What follows belongs to an exercise in optimizing a design on an open flow for small area, a short achievable clock period and few clock cycles; a production flow would make more cautious choices. The RTL was checked by simulation tests, not by an equivalence proof against the original design.

== the previous run ==
// Bicubic
module Bicubic #(parameter fraction_bits = 15)
(
input CLK,
input RST,
input enable,
input [7:0] input_data,
output logic [13:0] iaddr,
output logic ird,
output logic we,
output logic [13:0] waddr,
output logic [7:0] output_data,
input [6:0] V0,
input [6:0] H0,
input [4:0] SW,
input [4:0] SH,
input [5:0] TW,
input [5:0] TH,
output logic DONE
);
Size in the first run: roughly 4900 cells after synthesis, ~86 I/O pins, ~60000 um2 of cells after synthesis.
==> flow/config.mk <==
export PLATFORM = sky130hd
export DESIGN_NAME = Bicubic
export DESIGN_NICKNAME = Bicubic
export VERILOG_FILES = /design/flow/design.v
export SDC_FILE = /design/flow/constraint.sdc
export NUM_CORES = 4
export LEC_CHECK = 0
export CAP_MARGIN = 20
export CORE_MARGIN = 2
export CORE_UTILIZATION = 65
export SLEW_MARGIN = 20
export SYNTH_HIERARCHICAL = 1
export SYNTH_MINIMUM_KEEP_SIZE = 0
==> flow/constraint.sdc <==
create_clock -name core_clock -period 55.0 [get_ports {CLK}]
set_input_delay 11.0000 -clock core_clock [delete_from_list [all_inputs] [get_ports {CLK}]]
set_output_delay 11.0000 -clock core_clock [all_outputs]
set_load 0.01 [all_outputs]
run.sh (not shown) runs the stock make flow with config.mk's settings and CLKGATE_MAP_FILE= SYNTH_SCRIPT=/design/flow/synth_recipe.tcl, a recipe that flattens the netlist after the stock synthesis.
Testbench counts of the previous run, summed over its fixed seeds: cycles 87,406.
What the current run does differently from the previous run at the input level:
- swapping 65 for 40 in CORE_UTILIZATION
## What came out
- Vias: the current run below the previous run
- Taking the previous run as the reference, in the current run register-to-register slack rose 0.10 ns, fmax rose 0.00046 GHz.
- Looking at the previous run and the current run, the buffering overhead is a wash.
- Final worst-path setup slack for the current run is higher than for the previous run.
- Worst hold-check slack sits lower in the current run than in the previous run.
- Between the previous run and the current run, the flow reports global-route wire length before repair increasing by a few percent.

Setup of sierra:
Another version of the RTL of Bicubic (not shown whole).
For scale: about 4900 cells after synthesis, ~57000 µm² of cells after synthesis.
make LEC_CHECK=0 ABC_CLOCK_PERIOD_IN_PS=8000 CAP_MARGIN=20 CORE_MARGIN=2 CORE_UTILIZATION=40 SLEW_MARGIN=20 SYNTH_HIERARCHICAL=1 SYNTH_MINIMUM_KEEP_SIZE=0 finish   # period 55.0 ns
Testbench counts of sierra, summed over its fixed seeds: cycles 87,930.
Edits applied to the flow inputs when going from sierra to violet:
Settings: ABC_CLOCK_PERIOD_IN_PS no longer set, was 8000.
==> comparison <==
- violet: no failed stages, no open violations at the end
- The global-route usage of violet and that of sierra are within noise of each other.
- Status: total routed wire length on the met1 layer parity (sierra, violet)
- Via count: violet vs sierra identical
- For smallest setup slack after layout, violet and sierra come out practically identical.
- sierra -> violet: worst reg-to-reg path cell count delta 0, exact match

== v39 ==
Another version of the RTL of Bicubic (not shown whole).
Size in the first run: ~4900 cells after synthesis, roughly 0.057 mm² of cells after synthesis.
==> flow/config.mk <==
export PLATFORM = sky130hd
export DESIGN_NAME = Bicubic
export DESIGN_NICKNAME = Bicubic
export VERILOG_FILES = /design/flow/design.v
export SDC_FILE = /design/flow/constraint.sdc
export NUM_CORES = 4
export LEC_CHECK = 0
export CAP_MARGIN = 20
export CORE_MARGIN = 2
export CORE_UTILIZATION = 40
export CTS_CLUSTER_DIAMETER = 80
export CTS_CLUSTER_SIZE = 30
export GPL_TIMING_DRIVEN = 0
export SLEW_MARGIN = 20
export SYNTH_HIERARCHICAL = 1
export SYNTH_MINIMUM_KEEP_SIZE = 0
==> flow/constraint.sdc <==
create_clock -name core_clock -period 55.0 [get_ports {CLK}]
set_input_delay 11.0000 -clock core_clock [delete_from_list [all_inputs] [get_ports {CLK}]]
set_output_delay 11.0000 -clock core_clock [all_outputs]
set_load 0.01 [all_outputs]
standard.sh (not shown) runs the stock make flow with config.mk's settings and CLKGATE_MAP_FILE= SYNTH_SCRIPT=/design/flow/synth_recipe.tcl, a recipe that flattens the netlist after the stock synthesis.
==> flow/flow/run.sh <==
#!/bin/bash
# The standard layout (standard.sh), except that the ports are buffered with a
# plain buffer cell instead of the default delay cell.  The make output goes
# to standard.log; each ORFS step also keeps its own log under orfs/logs/.
set -euo pipefail
export BUFFER_PORTS_ARGS="-buffer_cell sky130_fd_sc_hd__buf_2"
bash standard.sh > standard.log 2>&1
Testbench counts of v39, summed over its fixed seeds: cycles 90,277.
Changes in v13 relative to v39:
- GPL_TIMING_DRIVEN no longer set, was 0
- CTS_CLUSTER_SIZE now 25, was 30
- CTS_CLUSTER_DIAMETER now 70, was 80
==> comparison <==
v13 closes out successfully: all stages finished, all timing, DRC and antenna checks passed. v39 completed; timing, DRC and antenna clean. Peak fanout along the critical path (v13 over v39): decrease, 1. v39 and v13 ended up with roughly the same post-route standard cell area excluding fillers. Going from v39 to v13, total met3 wirelength after detailed routing grew by a little under 10%.

Starting RTL as in the previous note.
clock: 55.0 ns
lec_check: 0
cap_margin: 5
core_margin: 2
core_utilization: 40
cts_cluster_diameter: 70
cts_cluster_size: 25
slew_margin: 5
synth_hierarchical: 1
synth_minimum_keep_size: 0
Scripts as last shown in full above: flow/flow/run.sh
Testbench counts at the start, summed over its fixed seeds: cycles 90,277.
Change:
- CAP_MARGIN: 5 -> 20
- CORE_UTILIZATION: 40 -> 55
- CTS_CLUSTER_DIAMETER: 70 -> 80
- CTS_CLUSTER_SIZE: 25 -> 30
- SLEW_MARGIN: 5 -> 20
Synthesized cell count stays the same.
Wire length is about the same.
Synthesized area stays the same.
Sequential share of layout area rises by 0.52 points.
Die area shrinks by 27%.
Change:
- CORE_UTILIZATION: 55 -> 40
Outcome: Core utilization falls by 15 points; design area went up by 1.5%; flip-flop and latch count stays the same; synthesized area does not change; routed wire length falls by 0.45%; first-iteration DRC count climbs by 1.6%.

Bicubic, a different RTL version from the one above (not shown whole).
Size in the first run: about 4800 cells after synthesis, ~0.056 mm2 of cells after synthesis.
make LEC_CHECK=0 CAP_MARGIN=20 CORE_MARGIN=2 CORE_UTILIZATION=40 SLEW_MARGIN=20 SYNTH_HIERARCHICAL=1 SYNTH_MINIMUM_KEEP_SIZE=0 finish   # period 55.0 ns
run.sh (not shown) runs the stock make flow with config.mk's settings and CLKGATE_MAP_FILE= SYNTH_SCRIPT=/design/flow/synth_recipe.tcl, a recipe that flattens the netlist after the stock synthesis.
Stock flow here: none of the scripts above is used.
The first run finished with timing, DRC and antenna clean.
Testbench counts at the start, summed over its fixed seeds: cycles 89,565.
Rerun with:
==> flow/flow/run.sh (new file) <==
#!/bin/bash
# The standard layout (standard.sh), except that the ports are buffered with a
# plain buffer cell instead of the default delay cell.  The make output goes
# to standard.log; each ORFS step also keeps its own log under orfs/logs/.
set -euo pipefail
export BUFFER_PORTS_ARGS="-buffer_cell sky130_fd_sc_hd__buf_2"
bash standard.sh > standard.log 2>&1
==> flow/standard.sh (new file) <==
#!/bin/bash
# synth_recipe.tcl (not shown) runs the flow's synth.tcl, then flattens the netlist and writes it again
# the make line also repeats each setting of config.mk as NAME=value (left out here)
make -C /OpenROAD-flow-scripts/flow DESIGN_CONFIG=/design/flow/config.mk WORK_HOME=/design/flow/orfs CLKGATE_MAP_FILE= SYNTH_SCRIPT=/design/flow/synth_recipe.tcl "${@:-finish}"
removed: flow/run.sh
Result: Clock skew is about the same. Cell count is about the same. Core utilization went down by 0.39 points. Worst hold slack stays flat. Routed wire length rises by 0.94%. Global-route usage came out higher by 0.24 points. Die area does not change.

Setup of main:
Bicubic, a different RTL version from the one above (not shown whole).
Size: about 4900 cells after synthesis, ~86 I/O pins, about 61000 um^2 of cells after synthesis.
Settings: LEC_CHECK=0, CAP_MARGIN=20, CORE_MARGIN=2, CORE_UTILIZATION=40, SLEW_MARGIN=20, SYNTH_HIERARCHICAL=1, SYNTH_MINIMUM_KEEP_SIZE=0; clock period 55.0 ns.
standard.sh (not shown) runs the stock make flow with config.mk's settings and CLKGATE_MAP_FILE= SYNTH_SCRIPT=/design/flow/synth_recipe.tcl, a recipe that flattens the netlist after the stock synthesis.
==> flow/flow/run.sh <==
#!/bin/bash
# The standard layout (standard.sh), except that the ports are buffered with a
# plain buffer cell instead of the default delay cell.  The make output goes
# to standard.log; each ORFS step also keeps its own log under orfs/logs/.
set -euo pipefail
export BUFFER_PORTS_ARGS="-buffer_cell sky130_fd_sc_hd__buf_2"
bash standard.sh > standard.log 2>&1
No stage failed in main, and the final checks on the layout all came back clean.
Testbench counts of main, summed over its fixed seeds: cycles 87,406.
--- input diff main..the feature branch ---
==> flow/run.sh (new file) <==
#!/bin/bash
# synth_recipe.tcl (not shown) runs the flow's synth.tcl, then flattens the netlist and writes it again
# the make line also repeats each setting of config.mk as NAME=value (left out here)
make -C /OpenROAD-flow-scripts/flow DESIGN_CONFIG=/design/flow/config.mk WORK_HOME=/design/flow/orfs CLKGATE_MAP_FILE= SYNTH_SCRIPT=/design/flow/synth_recipe.tcl finish
removed: flow/flow/run.sh
removed: flow/standard.sh
==> run notes <==
The feature branch completed every stage of the flow, and the final layout passed the timing, DRC and antenna checks.
Summary of the feature branch over main: routing usage on met2 comparable, data required time of the critical path now larger, layout cell share with drive strength beyond 1 now smaller, final setup slack of the worst path now smaller, global-route usage over all layers now smaller.
Compared with main, in the feature branch overall via count from detail_route about even; design area moved up.

job 9184:
Another version of the RTL of Bicubic (not shown whole).
==> flow/config.mk <==
export PLATFORM = sky130hd
export DESIGN_NAME = Bicubic
export DESIGN_NICKNAME = Bicubic
export VERILOG_FILES = /design/flow/design.v
export SDC_FILE = /design/flow/constraint.sdc
export NUM_CORES = 4
export LEC_CHECK = 0
export CAP_MARGIN = 20
export CORE_MARGIN = 2
export CORE_UTILIZATION = 40
export SLEW_MARGIN = 20
export SYNTH_HIERARCHICAL = 1
export SYNTH_MINIMUM_KEEP_SIZE = 0
==> flow/constraint.sdc <==
create_clock -name core_clock -period 55.0 [get_ports {CLK}]
set_input_delay 11.0000 -clock core_clock [delete_from_list [all_inputs] [get_ports {CLK}]]
set_output_delay 11.0000 -clock core_clock [all_outputs]
set_load 0.01 [all_outputs]
==> flow/flow/run.sh <==
#!/bin/bash
# The standard layout (standard.sh), except that the ports are buffered with a
# plain buffer cell instead of the default delay cell.  The make output goes
# to standard.log; each ORFS step also keeps its own log under orfs/logs/.
set -euo pipefail
export BUFFER_PORTS_ARGS="-buffer_cell sky130_fd_sc_hd__buf_2"
bash standard.sh > standard.log 2>&1
Job 9184 ran to completion and came out clean on the timing, DRC and antenna checks.
Testbench counts of job 9184, summed over its fixed seeds: cycles 90,277.
For job 2455, these inputs were changed with respect to job 9184:
# job 9184
export LEC_CHECK = 0
export CAP_MARGIN = 20
export CORE_MARGIN = 2
export CORE_UTILIZATION = 40
export SLEW_MARGIN = 20
export SYNTH_HIERARCHICAL = 1
export SYNTH_MINIMUM_KEEP_SIZE = 0
create_clock -name core_clock -period 55.0 [get_ports {CLK}]
# job 2455
export LEC_CHECK = 0
export CAP_MARGIN = 20
export CORE_MARGIN = 2
export CORE_UTILIZATION = 40
export CTS_BUF_LIST = sky130_fd_sc_hd__clkbuf_8
export SLEW_MARGIN = 20
export SYNTH_HIERARCHICAL = 1
export SYNTH_MINIMUM_KEEP_SIZE = 0
create_clock -name core_clock -period 55.0 [get_ports {CLK}]
### Flow results
Compared job 2455 against job 9184; aggregate global-route resource usage within noise.
In the route summary, job 2455 ends up with a via count exceeding that of job 9184.
For number of CTS-inserted buffers, dividing the value from job 2455 by the value from job 9184 gives 1.5.
Relative to job 9184, the first-pass GRT wire length measured on job 2455 has increased slightly.
Side by side, tightest hold margin turned out higher in job 2455 than in job 9184.
Job 2455 and job 9184 ended up with nearly the same proportion of cell area occupied by multi-input gates.
Higher worst slew slack as a fraction of its limit was reported by job 2455, not job 9184.
The met1 routing resource usage after global routing of job 2455 and that of job 9184 are within noise of each other.
When job 2455 is measured against job 9184, its clock-buffer cell count turns out 25 higher.
There was hardly any difference in post-route standard cell area excluding fillers between job 2455 and job 9184.
## Diff of input files: job 5049 against job 2455
# job 2455
export LEC_CHECK = 0
export CAP_MARGIN = 20
export CORE_MARGIN = 2
export CORE_UTILIZATION = 40
export CTS_BUF_LIST = sky130_fd_sc_hd__clkbuf_8
export SLEW_MARGIN = 20
export SYNTH_HIERARCHICAL = 1
export SYNTH_MINIMUM_KEEP_SIZE = 0
create_clock -name core_clock -period 55.0 [get_ports {CLK}]
# job 5049
export LEC_CHECK = 0
export CAP_MARGIN = 20
export CORE_MARGIN = 2
export CORE_UTILIZATION = 40
export CTS_CLUSTER_DIAMETER = 80
export CTS_CLUSTER_SIZE = 30
export SLEW_MARGIN = 20
export SYNTH_HIERARCHICAL = 1
export SYNTH_MINIMUM_KEEP_SIZE = 0
create_clock -name core_clock -period 55.0 [get_ports {CLK}]
## What came out
- Job 5049 reports a lower number of levels in the clock H-tree than job 2455 does.
- Job 5049 vs. job 2455: share of final-layout standard cells stronger than drive strength 1 fell 1.7 points; initial antenna violation count shows a reduction of 1.
- Diff job 5049 and job 2455: final instance area lower in job 5049
- Non-filler instance count after layout: job 5049 < job 2455

[what the ideal ports hide]
The flow's constraints put no driver on any port. The routed layouts listed below were extracted and timed again, unchanged, in two steps.
Step 1, drivers: a clkbuf_16 drives CLK and a buf_2 each remaining input, both assumed.
Step 2 adds t to the input delays and takes it off the output delays; t is the mean of the earliest and latest rising clock arrival at the registers after step 1. Input paths then give back, and output paths get back, about the clock's delay inside the block.
a / b / c = no drivers / after step 1 / after step 2; a / b = the first two.
run | t, ns | setup slack, ns | worst register clock-pin slew, ns | pins driven straight from the clock port
the previous run | 0.719 | 40.419 / 40.419 / 40.419 | 0.09 / 0.09 | 1
the current run | 0.714 | 40.517 / 40.517 / 40.517 | 0.07 / 0.07 | 1
sierra | 0.701 | 41.526 / 41.526 / 41.526 | 0.08 / 0.08 | 1
violet | 0.701 | 41.526 / 41.526 / 41.526 | 0.08 / 0.08 | 1
v39 | 0.662 | 42.726 / 42.660 / 42.916 | 0.11 / 0.11 | 1
v13 | 0.719 | 42.679 / 42.611 / 42.917 | 0.10 / 0.10 | 1
the first run of note 4 | 0.720 | 42.679 / 42.612 / 42.874 | 0.10 / 0.10 | 1
the second run of note 4 | 0.685 | 42.683 / 42.614 / 42.902 | 0.11 / 0.11 | 1
the third run of note 4 | 0.691 | 42.707 / 42.644 / 42.927 | 0.11 / 0.11 | 1
the first run of note 5 | 0.708 | 42.264 / 42.192 / 42.495 | 0.07 / 0.07 | 1
the second run of note 5 | 0.702 | 42.195 / 42.195 / 42.195 | 0.06 / 0.06 | 1
main | 0.710 | 41.797 / 41.797 / 41.797 | 0.07 / 0.07 | 1
the feature branch | 0.718 | 41.511 / 41.511 / 41.511 | 0.07 / 0.07 | 1
job 9184 | 0.727 | 42.660 / 42.588 / 42.902 | 0.09 / 0.09 | 1
job 2455 | 0.867 | 42.520 / 42.449 / 42.906 | 0.09 / 0.09 | 1
job 5049 | 0.689 | 42.651 / 42.575 / 42.945 | 0.12 / 0.12 | 1
After both steps setup and hold are still met in every run listed. Setup slack includes reset recovery checks.
